This design comes from an exercise in tuning for small area, a short achievable clock period and few clock cycles per item on the open sky130 flow, not from production work.
Function was checked by simulation only, so behaviour that the tests miss may differ from the original.
Power is estimated from default activity; no workload was simulated.

## flow/design.v (module list and top-level ports; edited modules follow where they fit)
// module SMM1: 5204 lines
// module smm_fa: 4 lines
// module smm_ha: 4 lines
// module smm_nand2: 3 lines
// module smm_nor2: 3 lines
// module smm_nor2b: 3 lines
// module smm_and2: 3 lines
// module smm_or2: 3 lines
// module smm_xor2: 3 lines
// module smm_xnor2: 3 lines
// module smm_a21o: 3 lines
// module smm_xor3: 3 lines
// module smm_maj3: 3 lines
// module smm_inv: 3 lines
// module smm_buf: 3 lines
// module smm_a222oi: 3 lines
module SMM1 (
    input clk, rst,
    input [127:0] A, B,
    input load, sel,
    output [127:0] C_out,
    output reg done
);
  // ...
==> flow/flow/run.sh <==
#!/bin/bash
# Own layout flow: the standard flow, except that the netlist comes from a direct
# gate-level mapping of the design (flow/map.tcl: each smm_* gate module becomes its
# sky130 cell) instead of Yosys/ABC re-synthesis, so the compressor trees keep their
# timing-driven structure. Flip-flops get the standard synthesis's instance names.
# Ports are buffered with buf_4 cells (fast, and resizable within the buf family).
# Global routing reserves more of met1/met2 (flow/fastroute.tcl).
set -euo pipefail
cd "$(dirname "$0")/.."
W=$PWD
export FLOW_DIR=$W/flow
export MAPPED_V=$W/mapped.v
R=$W/orfs/results/$FLOW_PLATFORM/SMM1/base
YOSYS=yosys
if ! command -v yosys > /dev/null; then YOSYS=$FLOW_HOME/../tools/install/yosys/bin/yosys; fi

# 1. standard synthesis (its flip-flop names are kept)
bash standard.sh synth > $W/log_std_synth.txt 2>&1
cp $R/1_2_yosys.v $W/standard_1_2_yosys.v

# 2. gate-level mapping of the design
$YOSYS -c $FLOW_DIR/map.tcl > $W/log_yosys_map.txt 2>&1
python3 $FLOW_DIR/rename.py $W/standard_1_2_yosys.v $MAPPED_V > $W/mapped_renamed.v 2> $W/log_rename.txt

# 3. the standard flow from this netlist
cp $W/mapped_renamed.v $R/1_2_yosys.v
rm -f $R/1_synth.odb
export FASTROUTE_TCL=$FLOW_DIR/fastroute.tcl
BUFFER_PORTS_ARGS="-buffer_cell sky130_fd_sc_hd__buf_4" bash standard.sh > $W/log_std_finish.txt 2>&1
==> flow/flow/cellmap.v <==
// Maps each smm_* gate module of the design to its sky130_fd_sc_hd cell.
module smm_fa (input a, b, c, output s, co);
    sky130_fd_sc_hd__fa_1 _TECHMAP_REPLACE_ (.A(a), .B(b), .CIN(c), .SUM(s), .COUT(co));
endmodule
module smm_ha (input a, b, output s, co);
    sky130_fd_sc_hd__ha_1 _TECHMAP_REPLACE_ (.A(a), .B(b), .SUM(s), .COUT(co));
endmodule
module smm_nand2 (input a, b, output y);
    sky130_fd_sc_hd__nand2_1 _TECHMAP_REPLACE_ (.A(a), .B(b), .Y(y));
endmodule
module smm_nor2 (input a, b, output y);
    sky130_fd_sc_hd__nor2_1 _TECHMAP_REPLACE_ (.A(a), .B(b), .Y(y));
endmodule
module smm_nor2b (input a, bn, output y);
    sky130_fd_sc_hd__nor2b_1 _TECHMAP_REPLACE_ (.A(a), .B_N(bn), .Y(y));
endmodule
module smm_and2 (input a, b, output y);
    sky130_fd_sc_hd__and2_1 _TECHMAP_REPLACE_ (.A(a), .B(b), .X(y));
endmodule
module smm_or2 (input a, b, output y);
    sky130_fd_sc_hd__or2_1 _TECHMAP_REPLACE_ (.A(a), .B(b), .X(y));
endmodule
module smm_xor2 (input a, b, output y);
    sky130_fd_sc_hd__xor2_1 _TECHMAP_REPLACE_ (.A(a), .B(b), .X(y));
endmodule
module smm_xnor2 (input a, b, output y);
    sky130_fd_sc_hd__xnor2_1 _TECHMAP_REPLACE_ (.A(a), .B(b), .Y(y));
endmodule
module smm_inv (input a, output y);
    sky130_fd_sc_hd__inv_1 _TECHMAP_REPLACE_ (.A(a), .Y(y));
endmodule
module smm_buf (input a, output y);
    sky130_fd_sc_hd__buf_1 _TECHMAP_REPLACE_ (.A(a), .X(y));
endmodule
module smm_a21o (input a1, a2, b1, output y);
    sky130_fd_sc_hd__a21o_1 _TECHMAP_REPLACE_ (.A1(a1), .A2(a2), .B1(b1), .X(y));
endmodule
module smm_a222oi (input a1, a2, b1, b2, c1, c2, output y);
    sky130_fd_sc_hd__a222oi_1 _TECHMAP_REPLACE_ (.A1(a1), .A2(a2), .B1(b1), .B2(b2), .C1(c1), .C2(c2), .Y(y));
endmodule
module smm_xor3 (input a, b, c, output y);
    sky130_fd_sc_hd__xor3_1 _TECHMAP_REPLACE_ (.A(a), .B(b), .C(c), .X(y));
endmodule
module smm_maj3 (input a, b, c, output y);
    sky130_fd_sc_hd__maj3_1 _TECHMAP_REPLACE_ (.A(a), .B(b), .C(c), .X(y));
endmodule
==> flow/flow/fastroute.tcl <==
# Global routing: reserve more of met1 and met2 (pin access, power rails) than the
# platform's default 20%, so global routes go up to met3/met4 and detailed routing
# converges on this pin-dense design.
set_global_routing_layer_adjustment met1 0.6
set_global_routing_layer_adjustment met2 0.35
set_global_routing_layer_adjustment met3-$::env(MAX_ROUTING_LAYER) 0.2

set_routing_layers -clock $::env(MIN_CLK_ROUTING_LAYER)-$::env(MAX_ROUTING_LAYER)
set_routing_layers -signal $::env(MIN_ROUTING_LAYER)-$::env(MAX_ROUTING_LAYER)
==> flow/flow/map.tcl <==
# Gate-level synthesis of the design: every smm_* gate module instance becomes its
# sky130 cell (flow/cellmap.v); registers map to flip-flops. No logic optimisation.
set lib $::env(FLOW_HOME)/platforms/sky130hd/lib/sky130_fd_sc_hd__tt_025C_1v80.lib
yosys read_liberty -lib $lib
yosys read_verilog -sv $::env(FLOW_DESIGN)
yosys hierarchy -check -top $::env(FLOW_TOP)
yosys proc
yosys opt_clean
yosys techmap -map $::env(FLOW_DIR)/cellmap.v
yosys hierarchy -top $::env(FLOW_TOP)
yosys flatten
yosys opt_clean -purge
yosys simplemap {t:$dff}
yosys dfflibmap -liberty $lib
yosys opt_clean -purge
yosys splitnets
yosys check -assert
yosys select -assert-none {t:* t:sky130_fd_sc_hd__* %d}
yosys stat -liberty $lib
yosys write_verilog -noattr -nohex -nodec $::env(MAPPED_V)
==> flow/flow/rename.py <==
#!/usr/bin/env python3
"""Give each flip-flop of the gate-level netlist the instance name the standard
synthesis gave the flip-flop of the same register (the register its Q net is named after).
usage: rename.py standard.v mapped.v > out.v"""
import re, sys
std, mapped = open(sys.argv[1]).read(), open(sys.argv[2]).read()
inst_re = re.compile(r'(sky130_fd_sc_hd__df\w+)\s+(\\\S+|\S+)\s*\((.*?)\);', re.S)
def q_net(body):
    m = re.search(r'\.Q\(\s*(.*?)\s*\)\s*(,|$)', body, re.S)
    return m.group(1).strip() if m else None
def key(name):
    # register name: instance name without the leading backslash and the $_..._ suffix
    return name.lstrip('\\').split('$')[0].strip()
std_names = {}
for m in inst_re.finditer(std):
    std_names[key(m.group(2))] = (m.group(1), m.group(2))
out = []
pos = 0
n = 0
for m in inst_re.finditer(mapped):
    qn = key(q_net(m.group(3)))
    if qn not in std_names:
        sys.exit("no standard flip-flop drives %s" % qn)
    typ, name = std_names.pop(qn)
    if typ != m.group(1):
        sys.exit("cell type differs for %s: %s vs %s" % (qn, typ, m.group(1)))
    out.append(mapped[pos:m.start(2)])
    out.append(name + " ")
    pos = m.end(2)
    n += 1
out.append(mapped[pos:])
if std_names:
    sys.exit("standard flip-flops not matched: %s" % list(std_names)[:5])
sys.stderr.write("renamed %d flip-flops\n" % n)
sys.stdout.write("".join(out))
==> flow/standard.sh <==
#!/bin/bash
# synth_recipe.tcl (not shown) runs the flow's synth.tcl, then flattens the netlist and writes it again
# the make line also repeats each setting of config.mk as NAME=value (left out here)
make -C /OpenROAD-flow-scripts/flow DESIGN_CONFIG=/design/flow/config.mk WORK_HOME=/design/flow/orfs CLKGATE_MAP_FILE= SYNTH_SCRIPT=/design/flow/synth_recipe.tcl "${@:-finish}"
==> flow/config.mk <==
export PLATFORM = sky130hd
export DESIGN_NAME = SMM1
export DESIGN_NICKNAME = SMM1
export VERILOG_FILES = /design/flow/design.v
export SDC_FILE = /design/flow/constraint.sdc
export NUM_CORES = 4
export LEC_CHECK = 0
export CAP_MARGIN = 20
export CORE_MARGIN = 2
export CORE_UTILIZATION = 40
export PLACE_DENSITY = 0.6
export SLEW_MARGIN = 20
export SYNTH_HIERARCHICAL = 1
export SYNTH_MINIMUM_KEEP_SIZE = 0
export TNS_END_PERCENT = 100
==> flow/constraint.sdc <==
create_clock -name core_clock -period 5.0 [get_ports {clk}]
set_input_delay 1.0000 -clock core_clock [delete_from_list [all_inputs] [get_ports {clk}]]
set_output_delay 1.0000 -clock core_clock [all_outputs]
set_load 0.01 [all_outputs]
==> flow_summary.ini, run 1 <==
[grt]
grt.total_usage = 0.4834
grt_pass1_wl_microns = 313600
grt_max_degree = 43
grtUsageMet1 = 0.6373
gr-max-usage-layer = met1

[synth]
synth_mux_area_frac = 0
synth_common_cells = nand2_1 (2,304), fa_1 (1,296), xnor2_1 (976)
syn_inst = 4931
synth-compound-area-share = 0
synthXorXnorAreaFrac = 0.1825

[cells_and_area]
nMultiInputCombCells = 4769
final_common_cell = nand2_1
final_cell_mix = nand2_1 (2,304), fa_1 (1,296), buf_4 (1,017)
buffers = 1099
nFlopsAndLatches = 130
area_growth_pct = 25.27
nNetsFinal = 7605
buffer_area_frac = 0.1581
final_area_sq_um = 58670
regMostFlops = C_q

[floorplanning]
nWellTaps = 1524

[power]
p_int_mw = 18.89
switching_power_mw = 15.14
p_sw_frac = 0.4449
p_comb_mw = 30.4

[sta]
fin_tns_setup_ns = 0
period_minus_slack_ns = 4.733
rsz0062_at_grt = false
hold_slack_ns = 0.5364

[min_path]
min_path_cells = 1

[route]
drc_errors = 0
met1_length_microns = 60930
finalWirelength_microns = 214800
vias_per_cell = 5.308

[place]
port_buffers = 388

[outcome]
status = complete, no violations

[setup_path]
arrival_ns = 5.17
endpoint_kind = flop
crit_start = B[17]
critPathTopFamily = adder cells
slowest_stage = fa_1

[flow_run]
max_cap_violations = 0

[cts]
cts-resized-gates = 0
cts_made_buffers = 17
Testbench counts, summed over its fixed seeds: cycles 1,928, items 1,920.
==> run 2, diff against run 1 <==
--- a/flow/config.mk
+++ b/flow/config.mk
@@ -8,7 +8,9 @@
 export CAP_MARGIN = 20
 export CORE_MARGIN = 2
 export CORE_UTILIZATION = 40
+export GPL_TIMING_DRIVEN = 0
 export PLACE_DENSITY = 0.6
+export SETUP_SLACK_MARGIN = 0.2
 export SLEW_MARGIN = 20
 export SYNTH_HIERARCHICAL = 1
 export SYNTH_MINIMUM_KEEP_SIZE = 0
==> run 2 against run 1 <==
  * Maximum frequency shrank 2.3%
  * Still clean
  * Die area stayed put
  * Synthesized area is the same
  * Utilization down 4.2 points
  * Synthesized cell count unchanged
  * Via count down 0.24%
  * Count of clock-buffer cells in the layout grew 1
  * First-iteration DRC count increased by 23%
==> flow_summary.ini, run 2 <==
[outcome]
status = complete, no violations

[sta]
worst_slew_margin_rel = 0.4627
worst_pin_slew_ns = 0.8003
finalHoldViolCount = 0
setup_ws_ns = 0.1540
finalSetupViolations = 0
period_minus_slack_ns = 4.846
rsz0062_at_grt = true
report.final.slew_viol_count = 0
max_freq_mhz = 206.4
finalCritPeriodShare = 0.9692

[synth]
ys.flop_type = dfxtp_1
yosysWarnings = 7
syn_inst = 4931
ys_seq_elements = 130
yosysTopAreaCell = fa_1
synth_most_common_cell = nand2_1
synth_edf_count = 0
synth_common_cells = nand2_1 (2,304), fa_1 (1,296), xnor2_1 (976)
synth_area_leaders = fa_1 (55%), nand2_1 (18%), xnor2_1 (18%)
synth_top_area_frac = 0.5539
syn_nets = 6487
ys_seq_area_frac = 0.05556
synthArstFlopShare = 0
synthesis.area_sq_um = 46830
ys_types = 8
avgSynthCellArea_sq_um = 9.497

[floorplanning]
die_w_microns = 346.2
fp.dieH_microns = 346.2
ioPinCount = 389
fp-row-count = 125
initial_utilization = 0.4030
coreArea_sq_um = 116200
die_area_sq_um = 119800

[route]
vias = 40230
drtPass1Iterations = 5
drt_iter0_markers = 1688
drc_errors = 0
wl_per_cell_microns = 30.88
ant_nets = 0
finalWirelength_microns = 213200
vias_per_cell = 5.826

[grt]
grtUsageMet1 = 0.5936
gr-max-usage-layer = met1
grt_max_degree = 55
grt.total_usage = 0.4733
gr-usage-met3 = 0.4136
antenna_found_initial = 26
grt_pass1_wl_microns = 310100
grt_overflow_total = 0
grt_pass1_vias = 48540
use_met2 = 0.5818

[cells_and_area]
final_cell_mix = nand2_1 (2,304), fa_1 (1,289), xnor2_1 (970)
regMostFlops = C_q
area_growth_pct = 14.86
utilization = 0.4629
nNetsFinal = 6903
fillCellCount = 11030
drive_gt1_frac = 0.08265
final_common_cell = nand2_1
largest_reg_flops = 128
reg_top3 = C_q: 128 flops, done: 1 flops, sel_q: 1 flops

[setup_path]
crit_fanout = 20
worstPathRequired_ns = 5.40
cp-start-kind = primary input
crit_top_cell = fa_1
crit_type = in -> reg
arrival_ns = 5.24
endpoint_kind = flop
slowest_stage = fa_2
crit_chain = buf_12, nand2_1, fa_1, fa_2, fa_1, fa_1, fa_1, fa_1, fa_1, buf_4, xnor2_2
max_stage_delay_ns = 0.55

[power]
irDropWorstVdd_uv = 1345
cellPowerDensity_nw_per_um2 = 602.1
p_int_mw = 16.85
p_seq_frac = 0.067
p_clk_frac = 0.044
p_leak_nw = 18.81
switching_power_mw = 15.55
p_sw_frac = 0.4799
power_frac_comb = 0.889

[cts]
cts_max_level = 4
clkSinkCount = 130
cts_made_buffers = 17
clk_pin_slew_ns = 0.07
cts.path.max_buffers = 2
cts_hold_buf = 0
cts_tree = yes
ctsRootBufferMaster = clkbuf_16

[place]
gp_congestion = 0.9938
port_buffers = 388
place_ws_ns = -0.7421
dp_hpwl_microns = 135100

[flow_run]
max_cap_violations = 0

[min_path]
hp-class = in -> reg
[run 2: cell counts after synthesis]
No cell type changed its count.
[run 2: stage by stage]
stage / cell area [sq um] / hold WS (ns) / power [mW] / TNS (ns) / cells
after floorplan: 46830 / 1.028 / 22.46 / 0 / 4931
after global placement: 51650 / 1.105 / 29.25 / -12.30 / 6843
final: 53790 / 0.5526 / 32.39 / 0 / 6906
after CTS: 52600 / 0.4959 / 31.34 / 0 / 6876
after global routing: 53770 / 0.5241 / 35.34 / 0 / 6898
after detailed placement: 51680 / 1.106 / 29.48 / -13.60 / 6844
[run 2: power by group through the flow]
stage | logic [mW] | clock network, mW | registers [mW]
floorplan | 20.3 | 0 | 2.12
detailed placement | 27.3 | 0 | 2.19
finish | 28.8 | 1.42 | 2.18
global route | 31.6 | 1.52 | 2.23
global placement | 27.0 | 0 | 2.21
CTS | 27.7 | 1.49 | 2.18
[run 2: kinds of logic after synthesis]
logic type / synth area share
xor+xnor: 0.1825
simple gates: 0.2054
flops: 0.05556
buf+inv: 0.002565
fa+ha+maj: 0.5539
[run 2: timing repair]
action / 4_1_cts / 5_1_grt
pin swaps: 0 / 5
gates cloned: 0 / 7
setup buffers: 0 / 1
resized for setup: 84 / 265
endpoints found under the setup margin: 19 / 20
[run 2: modules after synthesis, one instance, submodules excluded]
module | copies in the design | cell area (sq um)
SMM1 | 1 | 2602
smm_fa | 1296 | 20.02
smm_inv | 32 | 3.754
smm_nand2 | 2304 | 3.754
smm_nor2 | 96 | 3.754
smm_nor2b | 1 | 13.76
smm_or2 | 96 | 6.256
smm_xnor2 | 976 | 8.758
[run 2: final timing paths]
path / slack (ns) / endpoint / startpoint / cells after the start
worst max-delay path: 0.15 / C_q[22] / B[19] / 11
worst min-delay path: 0.55 / sel_q / sel / 1
[run 2: final cells by class]
| cell class | count | area [sq um] | area share |
|---|---|---|---|
| diodes | 22 | 55.05 | 0.001023 |
| clock buffers | 19 | 442.9 | 0.008234 |
| clock inverters | 13 | 158.9 | 0.002954 |
| inverters | 32 | 120.1 | 0.002233 |
| multi-input cells | 4769 | 44180 | 0.8214 |
| flip-flops and latches | 130 | 2606 | 0.04845 |
| well taps | 1524 | 1907 | 0.03545 |
| repair buffers | 397 | 4317 | 0.08025 |
[run 2: worst max-delay path, delay by kind of cell]
family	cells	cell delay, ns
adders and majority gates	7	3.34
buffers and inverters	2	0.32
xor gates and xnor gates	1	0.44
and+or+nand+nor	1	0.10
[run 2: per-layer routing]
metal	vias up	part of all wire
li1	15660	-
met1	19020	0.27
met2	4207	0.39
met3	1295	0.23
met4	56	0.10
met5	-	0.0077

port drivers added, routing unchanged:
No port has a modelled driver above. Below, the same layouts with a new extraction and two added sets of constraints.
Step 1, drivers: a clkbuf_16 drives clk and a buf_2 each remaining input, both assumed.
Step 2 moves the port delays by t, midway between the first and last clock arrival at a register: inputs arrive t later, outputs are due t later. That takes back most of the time a late clock gives input paths.
a / b / c = no drivers / after step 1 / after step 2; a / b = the first two.
| run | t, ns | setup WS [ns] | hold slack, ns | slew at the worst register clock pin (ns) | worst slew at a driven data input, ns |
|---|---|---|---|---|---|
| run 1 | 0.634 | 0.267 / 0.307 / -0.327 | 0.536 / 0.487 / 1.121 | 0.09 / 0.09 | 0.12 |
| run 2 | 0.629 | 0.154 / 0.040 / -0.589 | 0.553 / 0.514 / 1.143 | 0.08 / 0.08 | 0.30 |
With both steps, setup timing fails in run 1 and run 2, where it was met with ideal ports. For run 2, which loses most, drivers alone change the setup slack by -0.114 ns; drivers and shift together by -0.743 ns.
